Background: an optimization exercise with open tools, aiming at small area, a short achievable clock period and few clock cycles. Do not read the settings as production practice.
Where RTL was checked, it was by simulation tests only, not by an equivalence proof against the original.
The RTL of runs 2 and 3 was laid out without a check of its function.

==> flow/design.v, too long to show whole: its modules and the start of the top module <==
// module CONVCOR: 729 lines
// module CONVCOR_fa: 6 lines
// module CONVCOR_ha: 6 lines
module CONVCOR(
        clk,
        rst_n,
        in_valid,
        in_a,
        in_b,
        in_mode,
        out_valid,
        out
);
  // ...
==> flow/flow/run.sh <==
#!/bin/bash
set -euo pipefail
knobs=(
  SETUP_SLACK_MARGIN=8.6
  "BUFFER_PORTS_ARGS=-buffer_cell sky130_fd_sc_hd__buf_1"
  "CTS_ARGS=-sink_clustering_enable -repair_clock_nets -dont_use_dummy_load -sink_clustering_size 24 -sink_clustering_max_diameter 150"
)
for stage in synth floorplan place cts route finish; do
  bash standard.sh "${knobs[@]}" "$stage" > "log_${stage}.log" 2>&1
done
==> flow/standard.sh <==
#!/bin/bash
# synth_recipe.tcl (not shown) runs the flow's synth.tcl, then flattens the netlist and writes it again
# the make line also repeats each setting of config.mk as NAME=value (left out here)
make -C /OpenROAD-flow-scripts/flow DESIGN_CONFIG=/design/flow/config.mk WORK_HOME=/design/flow/orfs CLKGATE_MAP_FILE= SYNTH_SCRIPT=/design/flow/synth_recipe.tcl "${@:-finish}"
==> flow/config.mk <==
export PLATFORM = sky130hd
export DESIGN_NAME = CONVCOR
export DESIGN_NICKNAME = CONVCOR
export VERILOG_FILES = /design/flow/design.v
export SDC_FILE = /design/flow/constraint.sdc
export NUM_CORES = 4
export LEC_CHECK = 0
export CAP_MARGIN = 20
export CORE_MARGIN = 2
export CORE_UTILIZATION = 55
export SLEW_MARGIN = 20
export SYNTH_HIERARCHICAL = 1
==> flow/constraint.sdc <==
create_clock -name core_clock -period 12.0 [get_ports {clk}]
set_input_delay 2.4000 -clock core_clock [delete_from_list [all_inputs] [get_ports {clk}]]
set_output_delay 2.4000 -clock core_clock [all_outputs]
set_load 0.01 [all_outputs]
==> results.sh, run 1 <==
export IMPL_multi_input_area_sq_um=9700
export IMPL_whs_path_depth=0
export IMPL_crit_fanout=2
export IMPL_place_hpwl_microns=22500
export IMPL_gp_congestion=0.805
export IMPL_seq_cells=235
export IMPL_wl_met2_microns=15500
export IMPL_dr_pass1_iters=5
export IMPL_root_buffer="clkbuf_16"
export IMPL_buffer_area_frac=0.0359
export IMPL_seq_cell_share=0.304
export IMPL_post_route_worst_setup_slack_ns=8.63
export IMPL_pre_cts_ws_ns=8.35
export IMPL_track_usage=0.223
export IMPL_critPathBufInv=1
export IMPL_finalNonFillerCells=1703
export IMPL_synth_top_family_by_area="adder cells"
export IMPL_drtIter0Drc=458
export IMPL_drv_slew=0
export IMPL_design_area_sq_um=16100
export IMPL_row_count=60
export IMPL_die_h_microns=169
export IMPL_outcome="complete, no violations"
export IMPL_synth_most_common_cell="fa_1"
export IMPL_grt_util_met1=0.307
export IMPL_critical_path_max_stage_delay_ns=0.36
export IMPL_seq_area_sq_um=4910
Testbench counts, summed over its fixed seeds: cycles 64,050.
==> run 2, diff against run 1 <==
--- a/flow/design.v
+++ b/flow/design.v
@@ -60,66 +60,65 @@
     else if (mode) begin
         acc_n = s1 | s2;
         ov_n  = s2;
     end else begin
         acc_n = s2 | s4 | s5 | s7;
         ov_n  = s2 | s5 | s7 | s8;
     end
 end
-reg        acc, ov, m0;      
+reg        acc, ov;          
 reg        acc2, ov2;        
 always @(posedge clk) begin
     acc2 <= acc;
     ov2  <= ov & rst_n;
     acc <= acc_n;
     ov  <= ov_n & rst_n;
-    m0  <= ~cur_mode;
 end
 wire [7:0] ar = xa[15:8];
 wire [7:0] ai = xa[7:0];
 wire [7:0] br = xb[15:8];
 wire [7:0] bx = xb[7:0];    
 wire [7:0] by = ~bx;        
-wire [7:0] cr = ai & {8{m0}};     
-wire [7:0] ci = ar & {8{~m0}};    
+wire [7:0] cr = ai & {8{~mode}};  
+wire [7:0] ci = ar & {8{mode}};   
 wire [17:0] acc_r = out[35:18] & {18{acc2}};
 wire [17:0] acc_i = out[17:0]  & {18{acc2}};
 wire tra_1, tra_2;
 CONVCOR_fa u_tra_1 (.a(~(ar[0] & br[6])), .b(~(ar[1] & br[5])), .c(~(ar[2] & br[4])), .s(tra_1), .co(tra_2));
 wire tra_3, tra_4;
 CONVCOR_fa u_tra_3 (.a((ar[0] & br[7])), .b(~(ar[1] & br[6])), .c(~(ar[2] & br[5])), .s(tra_3), .co(tra_4));
 wire tra_5, tra_6;
 CONVCOR_fa u_tra_5 (.a(~(ar[3] & br[4])), .b(~(ar[4] & br[3])), .c(~(ar[5] & br[2])), .s(tra_5), .co(tra_6));
 wire tra_7, tra_8;
 CONVCOR_fa u_tra_7 (.a(~(ar[6] & br[1])), .b((ar[7] & br[0])), .c((ai[0] & bx[7])), .s(tra_7), .co(tra_8));
 wire tra_9, tra_10;
 CONVCOR_fa u_tra_9 (.a((ar[1] & br[7])), .b(~(ar[2] & br[6])), .c(~(ar[3] & br[5])), .s(tra_9), .co(tra_10));
 wire tra_11, tra_12;
 CONVCOR_fa u_tra_11 (.a(~(ar[4] & br[4])), .b(~(ar[5] & br[3])), .c(~(ar[6] & br[2])), .s(tra_11), .co(tra_12));
-wire tra_13 = ~((ar[7] & br[1]) ^ (ai[1] & bx[7]));
-wire tra_14 = (ar[7] & br[1]) | (ai[1] & bx[7]);
+wire tra_13, tra_14;
+CONVCOR_fa u_tra_13 (.a((ar[7] & br[1])), .b((ai[1] & bx[7])), .c(1'b1), .s(tra_13), .co(tra_14));
 wire tra_15, tra_16;
 CONVCOR_fa u_tra_15 (.a((ar[2] & br[7])), .b(~(ar[3] & br[6])), .c(~(ar[4] & br[5])), .s(tra_15), .co(tra_16));
 wire tra_17, tra_18;
 CONVCOR_fa u_tra_17 (.a(~(ar[0] & br[4])), .b(~(ar[1] & br[3])), .c(~(ar[2] & br[2])), .s(tra_17), .co(tra_18));
 wire tra_19, tra_20;
 CONVCOR_fa u_tra_19 (.a(~(ar[0] & br[5])), .b(~(ar[1] & br[4])), .c(~(ar[2] & br[3])), .s(tra_19), .co(tra_20));
 wire tra_21, tra_22;
 CONVCOR_fa u_tra_21 (.a(~(ar[3] & br[2])), .b(~(ar[4] & br[1])), .c(~(ar[5] & br[0])), .s(tra_21), .co(tra_22));
-wire tra_23 = ~(~(ai[0] & bx[5]) ^ ~(ai[1] & bx[4]));
-wire tra_24 = ~(ai[0] & bx[5]) | ~(ai[1] & bx[4]);
+wire tra_23, tra_24;
+CONVCOR_fa u_tra_23 (.a(~(ai[0] & bx[5])), .b(~(ai[1] & bx[4])), .c(1'b1), .s(tra_23), .co(tra_24));
 wire tra_25, tra_26;
 CONVCOR_fa u_tra_25 (.a(~(ar[3] & br[3])), .b(~(ar[4] & br[2])), .c(~(ar[5] & br[1])), .s(tra_25), .co(tra_26));
 wire tra_27, tra_28;
 CONVCOR_fa u_tra_27 (.a(~(ar[6] & br[0])), .b(~(ai[0] & bx[6])), .c(~(ai[1] & bx[5])), .s(tra_27), .co(tra_28));
 wire tra_29, tra_30;
 CONVCOR_fa u_tra_29 (.a(~(ai[2] & bx[4])), .b(~(ai[3] & bx[3])), .c(~(ai[4] & bx[2])), .s(tra_29), .co(tra_30));
-wire tra_31 = ~(~(ai[5] & bx[1]) ^ ~(ai[6] & bx[0]));
-wire tra_32 = ~(ai[5] & bx[1]) | ~(ai[6] & bx[0]);
+wire tra_31, tra_32;
+CONVCOR_fa u_tra_31 (.a(~(ai[5] & bx[1])), .b(~(ai[6] & bx[0])), .c(1'b1), .s(tra_31), .co(tra_32));
 wire tra_33, tra_34;
 CONVCOR_fa u_tra_33 (.a(~(ai[1] & bx[6])), .b(~(ai[2] & bx[5])), .c(~(ai[3] & bx[4])), .s(tra_33), .co(tra_34));
 wire tra_35, tra_36;
 CONVCOR_fa u_tra_35 (.a(~(ai[4] & bx[3])), .b(~(ai[5] & bx[2])), .c(~(ai[6] & bx[1])), .s(tra_35), .co(tra_36));
 wire tra_37, tra_38;
 CONVCOR_ha u_tra_37 (.a((ai[7] & bx[0])), .b(cr[7]), .s(tra_37), .co(tra_38));
 wire tra_39, tra_40;
 CONVCOR_fa u_tra_39 (.a(tra_3), .b(tra_5), .c(tra_7), .s(tra_39), .co(tra_40));
@@ -142,28 +141,28 @@
 wire tra_57, tra_58;
 CONVCOR_fa u_tra_57 (.a((ar[3] & br[7])), .b(~(ar[4] & br[6])), .c(~(ar[5] & br[5])), .s(tra_57), .co(tra_58));
 wire tra_59, tra_60;
 CONVCOR_fa u_tra_59 (.a(~(ar[6] & br[4])), .b((ar[7] & br[3])), .c((ai[3] & bx[7])), .s(tra_59), .co(tra_60));
 wire tra_61, tra_62;
 CONVCOR_fa u_tra_61 (.a(~(ai[4] & bx[6])), .b(~(ai[5] & bx[5])), .c(~(ai[6] & bx[4])), .s(tra_61), .co(tra_62));
 wire tra_63, tra_64;
 CONVCOR_fa u_tra_63 (.a((ar[4] & br[7])), .b(~(ar[5] & br[6])), .c(~(ar[6] & br[5])), .s(tra_63), .co(tra_64));
-wire tra_65 = ~(~(ar[0] & br[2]) ^ ~(ar[1] & br[1]));
-wire tra_66 = ~(ar[0] & br[2]) | ~(ar[1] & br[1]);
+wire tra_65, tra_66;
+CONVCOR_fa u_tra_65 (.a(~(ar[0] & br[2])), .b(~(ar[1] & br[1])), .c(1'b1), .s(tra_65), .co(tra_66));
 wire tra_67, tra_68;
 CONVCOR_fa u_tra_67 (.a(~(ar[0] & br[3])), .b(~(ar[1] & br[2])), .c(~(ar[2] & br[1])), .s(tra_67), .co(tra_68));
 wire tra_69, tra_70;
 CONVCOR_fa u_tra_69 (.a(~(ar[3] & br[0])), .b(~(ai[0] & bx[3])), .c(~(ai[1] & bx[2])), .s(tra_69), .co(tra_70));
 wire tra_71, tra_72;
 CONVCOR_fa u_tra_71 (.a(~(ar[3] & br[1])), .b(~(ar[4] & br[0])), .c(~(ai[0] & bx[4])), .s(tra_71), .co(tra_72));
 wire tra_73, tra_74;
 CONVCOR_fa u_tra_73 (.a(~(ai[1] & bx[3])), .b(~(ai[2] & bx[2])), .c(~(ai[3] & bx[1])), .s(tra_73), .co(tra_74));
-wire tra_75 = ~(~(ai[4] & bx[0]) ^ ~cr[4]);
-wire tra_76 = ~(ai[4] & bx[0]) | ~cr[4];
+wire tra_75, tra_76;
+CONVCOR_fa u_tra_75 (.a(~(ai[4] & bx[0])), .b(~cr[4]), .c(1'b1), .s(tra_75), .co(tra_76));
 wire tra_77, tra_78;
 CONVCOR_fa u_tra_77 (.a(~(ai[2] & bx[3])), .b(~(ai[3] & bx[2])), .c(~(ai[4] & bx[1])), .s(tra_77), .co(tra_78));
 wire tra_79, tra_80;
 CONVCOR_fa u_tra_79 (.a(~(ai[5] & bx[0])), .b(~cr[5]), .c(tra_19), .s(tra_79), .co(tra_80));
 wire tra_81, tra_82;
 CONVCOR_fa u_tra_81 (.a(tra_21), .b(tra_23), .c(tra_18), .s(tra_81), .co(tra_82));
 wire tra_83, tra_84;
 CONVCOR_fa u_tra_83 (.a(~cr[6]), .b(tra_1), .c(tra_25), .s(tra_83), .co(tra_84));
@@ -200,22 +199,22 @@
 wire tra_115, tra_116;
 CONVCOR_fa u_tra_115 (.a(~(ai[6] & bx[5])), .b((ai[7] & bx[4])), .c(tra_63), .s(tra_115), .co(tra_116));
 wire tra_117, tra_118;
 CONVCOR_fa u_tra_117 (.a(tra_58), .b(tra_60), .c(tra_62), .s(tra_117), .co(tra_118));
 wire tra_119, tra_120;
 CONVCOR_fa u_tra_119 (.a((ar[5] & br[7])), .b(~(ar[6] & br[6])), .c((ar[7] & br[5])), .s(tra_119), .co(tra_120));
 wire tra_121, tra_122;
 CONVCOR_fa u_tra_121 (.a((ai[5] & bx[7])), .b(~(ai[6] & bx[6])), .c((ai[7] & bx[5])), .s(tra_121), .co(tra_122));
-wire tra_123 = ~(~(ar[0] & br[1]) ^ ~(ar[1] & br[0]));
-wire tra_124 = ~(ar[0] & br[1]) | ~(ar[1] & br[0]);
+wire tra_123, tra_124;
+CONVCOR_fa u_tra_123 (.a(~(ar[0] & br[1])), .b(~(ar[1] & br[0])), .c(1'b1), .s(tra_123), .co(tra_124));
 wire tra_125, tra_126;
 CONVCOR_fa u_tra_125 (.a(~(ar[2] & br[0])), .b(~(ai[0] & bx[2])), .c(~(ai[1] & bx[1])), .s(tra_125), .co(tra_126));
-wire tra_127 = ~(~(ai[2] & bx[0]) ^ ~cr[2]);
-wire tra_128 = ~(ai[2] & bx[0]) | ~cr[2];
+wire tra_127, tra_128;
+CONVCOR_fa u_tra_127 (.a(~(ai[2] & bx[0])), .b(~cr[2]), .c(1'b1), .s(tra_127), .co(tra_128));
 wire tra_129, tra_130;
 CONVCOR_fa u_tra_129 (.a(~(ai[2] & bx[1])), .b(~(ai[3] & bx[0])), .c(~cr[3]), .s(tra_129), .co(tra_130));
 wire tra_131, tra_132;
 CONVCOR_fa u_tra_131 (.a(tra_67), .b(tra_69), .c(tra_66), .s(tra_131), .co(tra_132));
 wire tra_133, tra_134;
 CONVCOR_fa u_tra_133 (.a(tra_17), .b(tra_71), .c(tra_73), .s(tra_133), .co(tra_134));
 wire tra_135, tra_136;
 CONVCOR_fa u_tra_135 (.a(tra_75), .b(tra_68), .c(tra_70), .s(tra_135), .co(tra_136));
@@ -250,18 +249,18 @@
 wire tra_165, tra_166;
 CONVCOR_fa u_tra_165 (.a(tra_64), .b(tra_119), .c(tra_121), .s(tra_165), .co(tra_166));
 wire tra_167, tra_168;
 CONVCOR_fa u_tra_167 (.a(tra_114), .b(tra_116), .c(tra_118), .s(tra_167), .co(tra_168));
 wire tra_169, tra_170;
 CONVCOR_fa u_tra_169 (.a((ar[6] & br[7])), .b((ar[7] & br[6])), .c((ai[6] & bx[7])), .s(tra_169), .co(tra_170));
 wire tra_171, tra_172;
 CONVCOR_fa u_tra_171 (.a((ai[7] & bx[6])), .b(tra_120), .c(tra_122), .s(tra_171), .co(tra_172));
-wire tra_173 = ~(~(ai[0] & bx[1]) ^ ~(ai[1] & bx[0]));
-wire tra_174 = ~(ai[0] & bx[1]) | ~(ai[1] & bx[0]);
+wire tra_173, tra_174;
+CONVCOR_fa u_tra_173 (.a(~(ai[0] & bx[1])), .b(~(ai[1] & bx[0])), .c(1'b1), .s(tra_173), .co(tra_174));
 wire tra_175, tra_176;
 CONVCOR_fa u_tra_175 (.a(tra_65), .b(tra_125), .c(tra_127), .s(tra_175), .co(tra_176));
 wire tra_177, tra_178;
 CONVCOR_fa u_tra_177 (.a(tra_129), .b(tra_126), .c(tra_128), .s(tra_177), .co(tra_178));
 wire tra_179, tra_180;
 CONVCOR_fa u_tra_179 (.a(tra_130), .b(tra_133), .c(tra_135), .s(tra_179), .co(tra_180));
 wire tra_181, tra_182;
 CONVCOR_fa u_tra_181 (.a(tra_137), .b(tra_134), .c(tra_136), .s(tra_181), .co(tra_182));
@@ -327,18 +326,18 @@
     tr_p13_0 <= tra_168;
     tr_p13_1 <= tra_197;
     tr_p13_2 <= tra_196;
     tr_p14_0 <= tra_172;
     tr_p14_1 <= tra_199;
     tr_p14_2 <= tra_198;
     tr_p15_0 <= tra_200;
 end
-wire trb_1 = ~(tr_p0_0 ^ tr_p0_1);
-wire trb_2 = tr_p0_0 | tr_p0_1;
+wire trb_1, trb_2;
+CONVCOR_fa u_trb_1 (.a(tr_p0_0), .b(tr_p0_1), .c(1'b1), .s(trb_1), .co(trb_2));
 wire trb_3, trb_4;
 CONVCOR_fa u_trb_3 (.a(tr_p1_0), .b(tr_p1_1), .c(tr_p1_2), .s(trb_3), .co(trb_4));
 wire trb_5, trb_6;
 CONVCOR_fa u_trb_5 (.a(tr_p2_0), .b(tr_p2_1), .c(tr_p2_2), .s(trb_5), .co(trb_6));
 wire trb_7, trb_8;
 CONVCOR_fa u_trb_7 (.a(tr_p3_0), .b(tr_p3_1), .c(tr_p3_2), .s(trb_7), .co(trb_8));
 wire trb_9, trb_10;
 CONVCOR_fa u_trb_9 (.a(tr_p4_0), .b(tr_p4_1), .c(tr_p4_2), .s(trb_9), .co(trb_10));
@@ -357,18 +356,18 @@
 wire trb_23, trb_24;
 CONVCOR_fa u_trb_23 (.a(tr_p11_0), .b(tr_p11_1), .c(tr_p11_2), .s(trb_23), .co(trb_24));
 wire trb_25, trb_26;
 CONVCOR_fa u_trb_25 (.a(tr_p12_0), .b(tr_p12_1), .c(tr_p12_2), .s(trb_25), .co(trb_26));
 wire trb_27, trb_28;
 CONVCOR_fa u_trb_27 (.a(tr_p13_0), .b(tr_p13_1), .c(tr_p13_2), .s(trb_27), .co(trb_28));
 wire trb_29, trb_30;
 CONVCOR_fa u_trb_29 (.a(tr_p14_0), .b(tr_p14_1), .c(tr_p14_2), .s(trb_29), .co(trb_30));
-wire trb_31 = ~(tr_p0_2 ^ ~acc_r[0]);
-wire trb_32 = tr_p0_2 | ~acc_r[0];
+wire trb_31, trb_32;
+CONVCOR_fa u_trb_31 (.a(tr_p0_2), .b(~acc_r[0]), .c(1'b1), .s(trb_31), .co(trb_32));
 wire trb_33, trb_34;
 CONVCOR_fa u_trb_33 (.a(~acc_r[1]), .b(trb_3), .c(trb_2), .s(trb_33), .co(trb_34));
 wire trb_35, trb_36;
 CONVCOR_fa u_trb_35 (.a(~acc_r[2]), .b(trb_5), .c(trb_4), .s(trb_35), .co(trb_36));
 wire trb_37, trb_38;
 CONVCOR_fa u_trb_37 (.a(~acc_r[3]), .b(trb_7), .c(trb_6), .s(trb_37), .co(trb_38));
 wire trb_39, trb_40;
 CONVCOR_fa u_trb_39 (.a(~acc_r[4]), .b(trb_9), .c(trb_8), .s(trb_39), .co(trb_40));
@@ -408,36 +407,36 @@
 wire tia_5, tia_6;
 CONVCOR_fa u_tia_5 (.a(~(ai[3] & br[4])), .b(~(ai[4] & br[3])), .c(~(ai[5] & br[2])), .s(tia_5), .co(tia_6));
 wire tia_7, tia_8;
 CONVCOR_fa u_tia_7 (.a(~(ai[6] & br[1])), .b((ai[7] & br[0])), .c((ar[0] & by[7])), .s(tia_7), .co(tia_8));
 wire tia_9, tia_10;
 CONVCOR_fa u_tia_9 (.a((ai[1] & br[7])), .b(~(ai[2] & br[6])), .c(~(ai[3] & br[5])), .s(tia_9), .co(tia_10));
 wire tia_11, tia_12;
 CONVCOR_fa u_tia_11 (.a(~(ai[4] & br[4])), .b(~(ai[5] & br[3])), .c(~(ai[6] & br[2])), .s(tia_11), .co(tia_12));
-wire tia_13 = ~((ai[7] & br[1]) ^ (ar[1] & by[7]));
-wire tia_14 = (ai[7] & br[1]) | (ar[1] & by[7]);
+wire tia_13, tia_14;
+CONVCOR_fa u_tia_13 (.a((ai[7] & br[1])), .b((ar[1] & by[7])), .c(1'b1), .s(tia_13), .co(tia_14));
 wire tia_15, tia_16;
 CONVCOR_fa u_tia_15 (.a((ai[2] & br[7])), .b(~(ai[3] & br[6])), .c(~(ai[4] & br[5])), .s(tia_15), .co(tia_16));
 wire tia_17, tia_18;
 CONVCOR_fa u_tia_17 (.a(~(ai[0] & br[4])), .b(~(ai[1] & br[3])), .c(~(ai[2] & br[2])), .s(tia_17), .co(tia_18));
 wire tia_19, tia_20;
 CONVCOR_fa u_tia_19 (.a(~(ai[0] & br[5])), .b(~(ai[1] & br[4])), .c(~(ai[2] & br[3])), .s(tia_19), .co(tia_20));
 wire tia_21, tia_22;
 CONVCOR_fa u_tia_21 (.a(~(ai[3] & br[2])), .b(~(ai[4] & br[1])), .c(~(ai[5] & br[0])), .s(tia_21), .co(tia_22));
-wire tia_23 = ~(~(ar[0] & by[5]) ^ ~(ar[1] & by[4]));
-wire tia_24 = ~(ar[0] & by[5]) | ~(ar[1] & by[4]);
+wire tia_23, tia_24;
+CONVCOR_fa u_tia_23 (.a(~(ar[0] & by[5])), .b(~(ar[1] & by[4])), .c(1'b1), .s(tia_23), .co(tia_24));
 wire tia_25, tia_26;
 CONVCOR_fa u_tia_25 (.a(~(ai[3] & br[3])), .b(~(ai[4] & br[2])), .c(~(ai[5] & br[1])), .s(tia_25), .co(tia_26));
 wire tia_27, tia_28;
 CONVCOR_fa u_tia_27 (.a(~(ai[6] & br[0])), .b(~(ar[0] & by[6])), .c(~(ar[1] & by[5])), .s(tia_27), .co(tia_28));
 wire tia_29, tia_30;
 CONVCOR_fa u_tia_29 (.a(~(ar[2] & by[4])), .b(~(ar[3] & by[3])), .c(~(ar[4] & by[2])), .s(tia_29), .co(tia_30));
-wire tia_31 = ~(~(ar[5] & by[1]) ^ ~(ar[6] & by[0]));
-wire tia_32 = ~(ar[5] & by[1]) | ~(ar[6] & by[0]);
+wire tia_31, tia_32;
+CONVCOR_fa u_tia_31 (.a(~(ar[5] & by[1])), .b(~(ar[6] & by[0])), .c(1'b1), .s(tia_31), .co(tia_32));
 wire tia_33, tia_34;
 CONVCOR_fa u_tia_33 (.a(~(ar[1] & by[6])), .b(~(ar[2] & by[5])), .c(~(ar[3] & by[4])), .s(tia_33), .co(tia_34));
 wire tia_35, tia_36;
 CONVCOR_fa u_tia_35 (.a(~(ar[4] & by[3])), .b(~(ar[5] & by[2])), .c(~(ar[6] & by[1])), .s(tia_35), .co(tia_36));
 wire tia_37, tia_38;
 CONVCOR_ha u_tia_37 (.a((ar[7] & by[0])), .b(ci[7]), .s(tia_37), .co(tia_38));
 wire tia_39, tia_40;
 CONVCOR_fa u_tia_39 (.a(tia_3), .b(tia_5), .c(tia_7), .s(tia_39), .co(tia_40));
@@ -460,28 +459,28 @@
 wire tia_57, tia_58;
 CONVCOR_fa u_tia_57 (.a((ai[3] & br[7])), .b(~(ai[4] & br[6])), .c(~(ai[5] & br[5])), .s(tia_57), .co(tia_58));
 wire tia_59, tia_60;
 CONVCOR_fa u_tia_59 (.a(~(ai[6] & br[4])), .b((ai[7] & br[3])), .c((ar[3] & by[7])), .s(tia_59), .co(tia_60));
 wire tia_61, tia_62;
 CONVCOR_fa u_tia_61 (.a(~(ar[4] & by[6])), .b(~(ar[5] & by[5])), .c(~(ar[6] & by[4])), .s(tia_61), .co(tia_62));
 wire tia_63, tia_64;
 CONVCOR_fa u_tia_63 (.a((ai[4] & br[7])), .b(~(ai[5] & br[6])), .c(~(ai[6] & br[5])), .s(tia_63), .co(tia_64));
-wire tia_65 = ~(~(ai[0] & br[2]) ^ ~(ai[1] & br[1]));
-wire tia_66 = ~(ai[0] & br[2]) | ~(ai[1] & br[1]);
+wire tia_65, tia_66;
+CONVCOR_fa u_tia_65 (.a(~(ai[0] & br[2])), .b(~(ai[1] & br[1])), .c(1'b1), .s(tia_65), .co(tia_66));
 wire tia_67, tia_68;
 CONVCOR_fa u_tia_67 (.a(~(ai[0] & br[3])), .b(~(ai[1] & br[2])), .c(~(ai[2] & br[1])), .s(tia_67), .co(tia_68));
 wire tia_69, tia_70;
 CONVCOR_fa u_tia_69 (.a(~(ai[3] & br[0])), .b(~(ar[0] & by[3])), .c(~(ar[1] & by[2])), .s(tia_69), .co(tia_70));
 wire tia_71, tia_72;
 CONVCOR_fa u_tia_71 (.a(~(ai[3] & br[1])), .b(~(ai[4] & br[0])), .c(~(ar[0] & by[4])), .s(tia_71), .co(tia_72));
 wire tia_73, tia_74;
 CONVCOR_fa u_tia_73 (.a(~(ar[1] & by[3])), .b(~(ar[2] & by[2])), .c(~(ar[3] & by[1])), .s(tia_73), .co(tia_74));
-wire tia_75 = ~(~(ar[4] & by[0]) ^ ~ci[4]);
-wire tia_76 = ~(ar[4] & by[0]) | ~ci[4];
+wire tia_75, tia_76;
+CONVCOR_fa u_tia_75 (.a(~(ar[4] & by[0])), .b(~ci[4]), .c(1'b1), .s(tia_75), .co(tia_76));
 wire tia_77, tia_78;
 CONVCOR_fa u_tia_77 (.a(~(ar[2] & by[3])), .b(~(ar[3] & by[2])), .c(~(ar[4] & by[1])), .s(tia_77), .co(tia_78));
 wire tia_79, tia_80;
 CONVCOR_fa u_tia_79 (.a(~(ar[5] & by[0])), .b(~ci[5]), .c(tia_19), .s(tia_79), .co(tia_80));
 wire tia_81, tia_82;
 CONVCOR_fa u_tia_81 (.a(tia_21), .b(tia_23), .c(tia_18), .s(tia_81), .co(tia_82));
 wire tia_83, tia_84;
 CONVCOR_fa u_tia_83 (.a(~ci[6]), .b(tia_1), .c(tia_25), .s(tia_83), .co(tia_84));
@@ -518,22 +517,22 @@
 wire tia_115, tia_116;
 CONVCOR_fa u_tia_115 (.a(~(ar[6] & by[5])), .b((ar[7] & by[4])), .c(tia_63), .s(tia_115), .co(tia_116));
 wire tia_117, tia_118;
 CONVCOR_fa u_tia_117 (.a(tia_58), .b(tia_60), .c(tia_62), .s(tia_117), .co(tia_118));
 wire tia_119, tia_120;
 CONVCOR_fa u_tia_119 (.a((ai[5] & br[7])), .b(~(ai[6] & br[6])), .c((ai[7] & br[5])), .s(tia_119), .co(tia_120));
 wire tia_121, tia_122;
 CONVCOR_fa u_tia_121 (.a((ar[5] & by[7])), .b(~(ar[6] & by[6])), .c((ar[7] & by[5])), .s(tia_121), .co(tia_122));
-wire tia_123 = ~(~(ai[0] & br[1]) ^ ~(ai[1] & br[0]));
-wire tia_124 = ~(ai[0] & br[1]) | ~(ai[1] & br[0]);
+wire tia_123, tia_124;
+CONVCOR_fa u_tia_123 (.a(~(ai[0] & br[1])), .b(~(ai[1] & br[0])), .c(1'b1), .s(tia_123), .co(tia_124));
 wire tia_125, tia_126;
 CONVCOR_fa u_tia_125 (.a(~(ai[2] & br[0])), .b(~(ar[0] & by[2])), .c(~(ar[1] & by[1])), .s(tia_125), .co(tia_126));
-wire tia_127 = ~(~(ar[2] & by[0]) ^ ~ci[2]);
-wire tia_128 = ~(ar[2] & by[0]) | ~ci[2];
+wire tia_127, tia_128;
+CONVCOR_fa u_tia_127 (.a(~(ar[2] & by[0])), .b(~ci[2]), .c(1'b1), .s(tia_127), .co(tia_128));
 wire tia_129, tia_130;
 CONVCOR_fa u_tia_129 (.a(~(ar[2] & by[1])), .b(~(ar[3] & by[0])), .c(~ci[3]), .s(tia_129), .co(tia_130));
 wire tia_131, tia_132;
 CONVCOR_fa u_tia_131 (.a(tia_67), .b(tia_69), .c(tia_66), .s(tia_131), .co(tia_132));
 wire tia_133, tia_134;
 CONVCOR_fa u_tia_133 (.a(tia_17), .b(tia_71), .c(tia_73), .s(tia_133), .co(tia_134));
 wire tia_135, tia_136;
 CONVCOR_fa u_tia_135 (.a(tia_75), .b(tia_68), .c(tia_70), .s(tia_135), .co(tia_136));
@@ -568,18 +567,18 @@
 wire tia_165, tia_166;
 CONVCOR_fa u_tia_165 (.a(tia_64), .b(tia_119), .c(tia_121), .s(tia_165), .co(tia_166));
 wire tia_167, tia_168;
 CONVCOR_fa u_tia_167 (.a(tia_114), .b(tia_116), .c(tia_118), .s(tia_167), .co(tia_168));
 wire tia_169, tia_170;
 CONVCOR_fa u_tia_169 (.a((ai[6] & br[7])), .b((ai[7] & br[6])), .c((ar[6] & by[7])), .s(tia_169), .co(tia_170));
 wire tia_171, tia_172;
 CONVCOR_fa u_tia_171 (.a((ar[7] & by[6])), .b(tia_120), .c(tia_122), .s(tia_171), .co(tia_172));
-wire tia_173 = ~(~(ar[0] & by[1]) ^ ~(ar[1] & by[0]));
-wire tia_174 = ~(ar[0] & by[1]) | ~(ar[1] & by[0]);
+wire tia_173, tia_174;
+CONVCOR_fa u_tia_173 (.a(~(ar[0] & by[1])), .b(~(ar[1] & by[0])), .c(1'b1), .s(tia_173), .co(tia_174));
 wire tia_175, tia_176;
 CONVCOR_fa u_tia_175 (.a(tia_65), .b(tia_125), .c(tia_127), .s(tia_175), .co(tia_176));
 wire tia_177, tia_178;
 CONVCOR_fa u_tia_177 (.a(tia_129), .b(tia_126), .c(tia_128), .s(tia_177), .co(tia_178));
 wire tia_179, tia_180;
 CONVCOR_fa u_tia_179 (.a(tia_130), .b(tia_133), .c(tia_135), .s(tia_179), .co(tia_180));
 wire tia_181, tia_182;
 CONVCOR_fa u_tia_181 (.a(tia_137), .b(tia_134), .c(tia_136), .s(tia_181), .co(tia_182));
@@ -645,18 +644,18 @@
     ti_p13_0 <= tia_168;
     ti_p13_1 <= tia_197;
     ti_p13_2 <= tia_196;
     ti_p14_0 <= tia_172;
     ti_p14_1 <= tia_199;
     ti_p14_2 <= tia_198;
     ti_p15_0 <= tia_200;
 end
-wire tib_1 = ~(ti_p0_0 ^ ti_p0_1);
-wire tib_2 = ti_p0_0 | ti_p0_1;
+wire tib_1, tib_2;
+CONVCOR_fa u_tib_1 (.a(ti_p0_0), .b(ti_p0_1), .c(1'b1), .s(tib_1), .co(tib_2));
 wire tib_3, tib_4;
 CONVCOR_fa u_tib_3 (.a(ti_p1_0), .b(ti_p1_1), .c(ti_p1_2), .s(tib_3), .co(tib_4));
 wire tib_5, tib_6;
 CONVCOR_fa u_tib_5 (.a(ti_p2_0), .b(ti_p2_1), .c(ti_p2_2), .s(tib_5), .co(tib_6));
 wire tib_7, tib_8;
 CONVCOR_fa u_tib_7 (.a(ti_p3_0), .b(ti_p3_1), .c(ti_p3_2), .s(tib_7), .co(tib_8));
 wire tib_9, tib_10;
 CONVCOR_fa u_tib_9 (.a(ti_p4_0), .b(ti_p4_1), .c(ti_p4_2), .s(tib_9), .co(tib_10));
@@ -675,18 +674,18 @@
 wire tib_23, tib_24;
 CONVCOR_fa u_tib_23 (.a(ti_p11_0), .b(ti_p11_1), .c(ti_p11_2), .s(tib_23), .co(tib_24));
 wire tib_25, tib_26;
 CONVCOR_fa u_tib_25 (.a(ti_p12_0), .b(ti_p12_1), .c(ti_p12_2), .s(tib_25), .co(tib_26));
 wire tib_27, tib_28;
 CONVCOR_fa u_tib_27 (.a(ti_p13_0), .b(ti_p13_1), .c(ti_p13_2), .s(tib_27), .co(tib_28));
 wire tib_29, tib_30;
 CONVCOR_fa u_tib_29 (.a(ti_p14_0), .b(ti_p14_1), .c(ti_p14_2), .s(tib_29), .co(tib_30));
-wire tib_31 = ~(ti_p0_2 ^ ~acc_i[0]);
-wire tib_32 = ti_p0_2 | ~acc_i[0];
+wire tib_31, tib_32;
+CONVCOR_fa u_tib_31 (.a(ti_p0_2), .b(~acc_i[0]), .c(1'b1), .s(tib_31), .co(tib_32));
 wire tib_33, tib_34;
 CONVCOR_fa u_tib_33 (.a(~acc_i[1]), .b(tib_3), .c(tib_2), .s(tib_33), .co(tib_34));
 wire tib_35, tib_36;
 CONVCOR_fa u_tib_35 (.a(~acc_i[2]), .b(tib_5), .c(tib_4), .s(tib_35), .co(tib_36));
 wire tib_37, tib_38;
 CONVCOR_fa u_tib_37 (.a(~acc_i[3]), .b(tib_7), .c(tib_6), .s(tib_37), .co(tib_38));
 wire tib_39, tib_40;
 CONVCOR_fa u_tib_39 (.a(~acc_i[4]), .b(tib_9), .c(tib_8), .s(tib_39), .co(tib_40));
==> flow/config.mk (replaced) <==
export PLATFORM = sky130hd
export DESIGN_NAME = CONVCOR
export DESIGN_NICKNAME = CONVCOR
export VERILOG_FILES = /design/flow/design.v
export SDC_FILE = /design/flow/constraint.sdc
export NUM_CORES = 4
export LEC_CHECK = 0
export CAP_MARGIN = 20
export CORE_MARGIN = 2
export CORE_UTILIZATION = 65
export SLEW_MARGIN = 20
export SYNTH_HIERARCHICAL = 1
==> run 2 against run 1 <==
Against the previous run:
- die area decreased by 16%
- global-route usage increased by 3.7 points
- setup slack got worse by 0.0093 ns
- critical path type unchanged
==> results.sh, run 2 <==
export IMPL_outcome="complete, no violations"
export IMPL_die_h_microns=155
export IMPL_h_tree_depth=1
export IMPL_final_common_cell="fa_1"
export IMPL_reg2reg_to="ti_p8_1"
export IMPL_rsz0062_at_grt="yes"
export IMPL_track_usage=0.260
export IMPL_post_route_worst_setup_slack_ns=8.62
export IMPL_antenna_found_initial=0
export IMPL_yosys_warnings=7
export IMPL_design_area_sq_um=16100
export IMPL_ys_top_cells_by_count="260 x fa_1, 230 x nand2_1, 217 x dfxtp_1"
export IMPL_yosys_top_cells_area="fa_1 35%, dfxtp_1 29%, nand2_1 5.8%"
export IMPL_wirelength_microns=30300
export IMPL_core_area_sq_um=22500
export IMPL_nFillCells=1618
export IMPL_detail_route_antenna_nets=0
export IMPL_cts_tree="done"
export IMPL_hp_class="reg -> reg"
export IMPL_synth_seq_cells=234
export IMPL_r2r_start="xb[14]"
export IMPL_pre_cts_ws_ns=8.25
export IMPL_min_from="acc"
export IMPL_fin_tns_setup_ns=0
export IMPL_critical_path_max_stage_delay_ns=0.35
export IMPL_clock_path_buffers=3
export IMPL_hold_end="acc2"
export IMPL_vias=9188
export IMPL_whs_path_depth=0
export IMPL_wl_per_cell_microns=18.7
export IMPL_crit_chain="clkbuf_2"
export IMPL_synth_edf_count=17
export IMPL_drive_gt1_frac=0.142
export IMPL_timing_hold_ws_ns=0.346
export IMPL_grt_max_degree=37
export IMPL_yosys_area_top_type="fa_1"
export IMPL_dr_pass1_iters=13
export IMPL_clk_latency_ns=0.49
export IMPL_crit_fanout=2
export IMPL_setup_viol=0
export IMPL_end_kind="output pin"
export IMPL_worstPathArrival_ns=0.98
export IMPL_seq_area_sq_um=4910
export IMPL_area_delta_synth_final_pct=8.92
export IMPL_rrSetupSlack_ns=8.67
export IMPL_overflow=0
export IMPL_cts_buffers=13
export IMPL_crit_family="flip-flops"
export IMPL_tightest_slew_ns=0.986
export IMPL_place_area_sq_um=15300
export IMPL_place_hpwl_microns=21300
export IMPL_row_count=55
export IMPL_synthArstFlopShare=0
export IMPL_fin_skew_ns=0.0312
export IMPL_final_cell_mix="259 x fa_1, 230 x nand2_1, 193 x dfxtp_1"
export IMPL_drv_cap=0
export IMPL_gp_congestion=0.853
export IMPL_path_class="reg -> out"
export IMPL_fin_crit_ns=3.38
export IMPL_critPathBufInv=1
export IMPL_root_buffer="clkbuf_16"
export IMPL_grt_first_pass_wirelength_microns=48700
export IMPL_hold_violations=0
export IMPL_syn_inst=1252
export IMPL_die_w_microns=155
export IMPL_largest_reg_flops=36
export IMPL_multi_input_area_sq_um=9770
export IMPL_synth_seq_area_share=0.328
export IMPL_clock_fmax_mhz=296
export IMPL_cts_clk_slew_worst_paths_ns=0.09
export IMPL_drc=0
export IMPL_drtIter0Drc=579
export IMPL_slowest_stage="dfxtp_1"
export IMPL_cp_required_ns=9.60
export IMPL_antenna_cells=0
export IMPL_synth_cell_types=55
export IMPL_die_area_sq_um=24000
export IMPL_pin_count=73
export IMPL_drv_slew=0
export IMPL_finalCritPeriodShare=0.281
export IMPL_synth_most_common_cell="fa_1"
export IMPL_first_global_vias=9747
export IMPL_syn_area_sq_um=14800
export IMPL_initial_utilization=0.657
export IMPL_max_slew_margin_rel=0.343
export IMPL_syn_area_per_cell_sq_um=11.8
export IMPL_reg2reg_depth=7
export IMPL_io_buffers=72
export IMPL_nets=1674
export IMPL_synthFlopType="dfxtp_1"
export IMPL_largest_register="out"
export IMPL_start_kind="flop"
export IMPL_synth_top_cell_area_share=0.352
export IMPL_cts_sinks=234
export IMPL_vias_per_cell=5.68
## run 2: cells by family (layout without fill, tap and decap cells)
family	Yosys count	after routing	synth area share
other	1	20	0.000254
xor gates and xnor gates	42	42	0.0249
buffers and inverters	76	139	0.0200
muxes	82	82	0.0612
adders and majority gates	302	302	0.388
and+or+nand+nor	411	411	0.132
DFF	234	234	0.328
AOI/OAI and AO/OA	104	104	0.0452
## run 2: what timing repair did
item                                    in CTS  in global routing
endpoints found under the setup margin      27                 41
endpoints found under the hold margin        0                  0
pin swaps                                    0                  7
hold buffers                                 0                  0
setup buffers                               22                  5
gates resized for setup                     26                 49
cloned                                       0                  1
## run 2: how the worst max path moves through the flow
stage,startpoint,endpoint,slack [ns],cells past startpoint
2_1_floorplan,in_mode,xb[0],8.61,4
5_1_grt,acc2,out[34],8.57,13
3_5_place_dp,in_mode,xb[6],8.25,5
4_1_cts,xa[9],ti_p8_1,8.58,6
3_3_place_gp,in_mode,xb[5],8.30,5
6_report,out[33],out[33],8.62,1
## run 2: modules after synthesis (local to each module, per instance)
| module | flops+latches | times used | area [sq um] |
|---|---|---|---|
| CONVCOR | 234 | 1 | 9560 |
| CONVCOR_fa | 0 | 258 | 20.0 |
| CONVCOR_ha | 0 | 4 | 12.5 |
## run 2: final cells by class
type | count | share of cell area
tap | 285 | 0.0222
clock buffer | 13 | 0.0202
timing repair buffer | 112 | 0.0426
multi-input combinational | 961 | 0.607
sequential | 234 | 0.305
inverter | 14 | 0.00326
## run 2: stage by stage
stage | utilization | cells
2_1_floorplan | - | 1271
3_3_place_gp | 0.682 | 1578
3_5_place_dp | 0.682 | 1578
4_1_cts | 0.708 | 1613
5_1_grt | 0.715 | 1619
6_report | 0.715 | 1619
## run 2: layer usage
metal  up-vias  global-route usage  routed length (microns)
met4         0              0.0608                      699
met2       241               0.468                    15700
met3        45              0.0283                     1160
li1       4163                   -                        -
met1      4739               0.342                    12700
met5         -                   0                        0
==> run 3, diff against run 2 <==
--- a/flow/config.mk
+++ b/flow/config.mk
@@ -7,6 +7,6 @@
 export LEC_CHECK = 0
 export CAP_MARGIN = 20
 export CORE_MARGIN = 2
-export CORE_UTILIZATION = 65
+export CORE_UTILIZATION = 55
 export SLEW_MARGIN = 20
 export SYNTH_HIERARCHICAL = 1
==> run 3 against run 2 <==
Against the previous run:
- cell area up 0.91%
- largest cell class unchanged
- clock-buffer cell count unchanged
- sequential cell count unchanged
==> results.sh, run 3 <==
export IMPL_outcome="complete, no violations"
export IMPL_core_area_sq_um=26700
export IMPL_rrSetupSlack_ns=8.68
export IMPL_detail_route_antenna_nets=0
export IMPL_cts_tree="done"
export IMPL_fin_tns_setup_ns=0
export IMPL_dr_wl_met3_microns=1400
export IMPL_path_class="reg -> out"
export IMPL_synth_top_cell_area_share=0.352
export IMPL_end_kind="output pin"
export IMPL_drt_met1_wl_microns=13000
export IMPL_root_buffer="clkbuf_16"
export IMPL_drtIter0Drc=431
export IMPL_drive_gt1_frac=0.157
export IMPL_synthFlopType="dfxtp_1"
export IMPL_synthArstFlopShare=0
export IMPL_track_usage=0.231
export IMPL_wl_per_cell_microns=18.3
export IMPL_tightest_slew_ns=0.962
export IMPL_syn_area_per_cell_sq_um=11.8
export IMPL_overflow=0
export IMPL_syn_area_sq_um=14800
export IMPL_finalNonFillerCells=1681
export IMPL_gp_congestion=0.818
export IMPL_synth_seq_cells=234
export IMPL_wl_met2_microns=15700
export IMPL_hold_end="acc2"
export IMPL_row_count=60
export IMPL_synth_most_common_cell="fa_1"
export IMPL_finalCritPeriodShare=0.280
export IMPL_vias_per_cell=5.39
export IMPL_initial_utilization=0.555
export IMPL_crit_chain="buf_2"
export IMPL_grt_first_pass_wirelength_microns=50700
export IMPL_cts_hold_buffers=0
export IMPL_vias=9058
export IMPL_die_area_sq_um=28200
export IMPL_hold_violations=0
export IMPL_antenna_found_initial=0
export IMPL_synth_edf_count=17
export IMPL_first_global_vias=9815
export IMPL_crit_family="flip-flops"
export IMPL_place_hpwl_microns=21900
export IMPL_reg2reg_to="ti_p9_1"
export IMPL_cts_sinks=234
export IMPL_start_kind="flop"
export IMPL_dr_pass1_iters=5
export IMPL_pin_count=73
export IMPL_whs_path_depth=0
export IMPL_synth_cell_types=55
export IMPL_yosys_area_top_type="fa_1"
export IMPL_drc=0
export IMPL_rsz0062_at_grt="yes"
export IMPL_r2r_start="xb[15]"
export IMPL_nets=1680
export IMPL_critPathBufInv=1
export IMPL_wirelength_microns=30800
export IMPL_drv_slew=0
export IMPL_ys_top_cells_by_count="260 x fa_1, 230 x nand2_1, 217 x dfxtp_1"
export IMPL_grt_max_degree=37
export IMPL_synth_seq_area_share=0.328
export IMPL_largest_register="out"
export IMPL_cts_clk_slew_worst_paths_ns=0.10
export IMPL_yosys_warnings=7
export IMPL_yosys_top_cells_area="fa_1 35%, dfxtp_1 29%, nand2_1 5.8%"
export IMPL_fin_skew_ns=0.0294
export IMPL_die_h_microns=168
export IMPL_worstPathArrival_ns=0.96
export IMPL_slowest_stage="dfxtp_1"
export IMPL_io_buffers=72
export IMPL_cp_required_ns=9.60
export IMPL_clock_path_buffers=3
export IMPL_clk_latency_ns=0.50
export IMPL_cts_buffers=13
export IMPL_fin_crit_ns=3.36
export IMPL_final_common_cell="fa_1"
export IMPL_antenna_cells=0
export IMPL_drv_cap=0
export IMPL_area_delta_synth_final_pct=9.91
export IMPL_top_layer="met4"
export IMPL_min_from="acc"
export IMPL_largest_reg_flops=36
export IMPL_crit_fanout=2
export IMPL_clock_fmax_mhz=297
export IMPL_syn_inst=1252
export IMPL_die_w_microns=168
export IMPL_hp_class="reg -> reg"
export IMPL_max_slew_margin_rel=0.358
export IMPL_final_cell_mix="260 x fa_1, 230 x nand2_1, 187 x dfxtp_1"
export IMPL_setup_viol=0
export IMPL_reg2reg_depth=6
export IMPL_h_tree_depth=1
export IMPL_critical_path_max_stage_delay_ns=0.34
export IMPL_place_inst=1634
[run 3: cell counts after synthesis]
Identical to the previous run, type by type.
[run 3: worst max-delay path by stage]
| stage | to | start | slack, ns | cells after the start |
|---|---|---|---|---|
| 5_1_grt | out[34] | tr_p1_0 | 8.55 | 9 |
| 4_1_cts | out[14] | out[14] | 8.60 | 1 |
| 3_3_place_gp | xb[3] | in_mode | 8.31 | 5 |
| 6_report | out[27] | out[27] | 8.64 | 1 |
| 3_5_place_dp | xb[4] | in_mode | 8.31 | 5 |
| 2_1_floorplan | xb[0] | in_mode | 8.61 | 4 |
[run 3: Yosys stat by module (local to each module, per instance)]
module,flops+latches,copies in the design
CONVCOR_fa,0,258
CONVCOR,234,1
CONVCOR_ha,0,4
[run 3: worst register-to-register path, stage by stage (launching register included)]
cell,delay (ns)
edfxtp_1,0.54
and2_4,0.24
fa_1,0.54
fa_1,0.45
fa_1,0.56
fa_1,0.44
fa_1,0.43
[run 3: cell type report]
type	count	area [sq um]
Clock buffer	13	325
Timing Repair Buffer	118	752
Inverter	14	52.6
Sequential cell	234	4910
Multi-Input combinational cell	961	9780
Fill cell	2228	10400
Tap cell	341	427
[run 3: logic make-up after synthesis]
group / after synthesis / synth area share
AOI/OAI and AO/OA: 104 / 0.0452
xor gates and xnor gates: 42 / 0.0249
adders and majority gates: 302 / 0.388
buffers and inverters: 76 / 0.0200
DFF: 234 / 0.328
muxes: 82 / 0.0612
other: 1 / 0.000254
and+or+nand+nor: 411 / 0.132
[run 3: timing repair]
action,4_1_cts,5_1_grt
endpoints found under the setup margin,40,47
resized for setup,40,50
buffers inserted,21,12
pin swaps,0,9
cloned,0,1
[run 3: metrics by stage]
step | area (sq um) | util | setup WS (ns) | hold slack, ns
floorplan | 14900 | - | 8.61 | 0.310
global placement | 15400 | 0.579 | 8.31 | 0.328
detailed placement | 15400 | 0.579 | 8.31 | 0.327
CTS | 16000 | 0.601 | 8.60 | 0.350
global route | 16200 | 0.610 | 8.55 | 0.344
finish | 16200 | 0.610 | 8.64 | 0.336
[run 3: per-layer routing]
layer  track usage  vias up
met5             0        -
met4        0.0510        0
met3        0.0315       39
met2         0.416      187
met1         0.299     4656
li1              -     4176

## afterwards: timing with drivers on the ports
How much do the figures lean on ideal ports? The routed layouts below were timed once more, with nothing changed but the port constraints. Step 1 sets driving cells, clkbuf_16 on the clock port and buf_2 on the other inputs (assumed; they add their load-dependent delay and slew). Step 2 times the ports against the registers' clock, not the clock port: input delays grow and output delays shrink by t, the midpoint of the rising clock arrivals with the driver on. Slacks: ideal / step 1 / step 2; pairs: ideal / step 1.
run	shift t [ns]	setup WS [ns]	slew at the worst register clock pin (ns)
run 1	0.524	8.632 / 8.581 / 8.443	0.10 / 0.10
run 2	0.520	8.623 / 8.573 / 8.281	0.10 / 0.10
run 3	0.538	8.636 / 8.585 / 8.333	0.10 / 0.10
After both steps setup and hold are still met in every run listed. For run 2, which loses most, drivers alone change the setup slack by -0.050 ns; drivers and shift together by -0.342 ns.
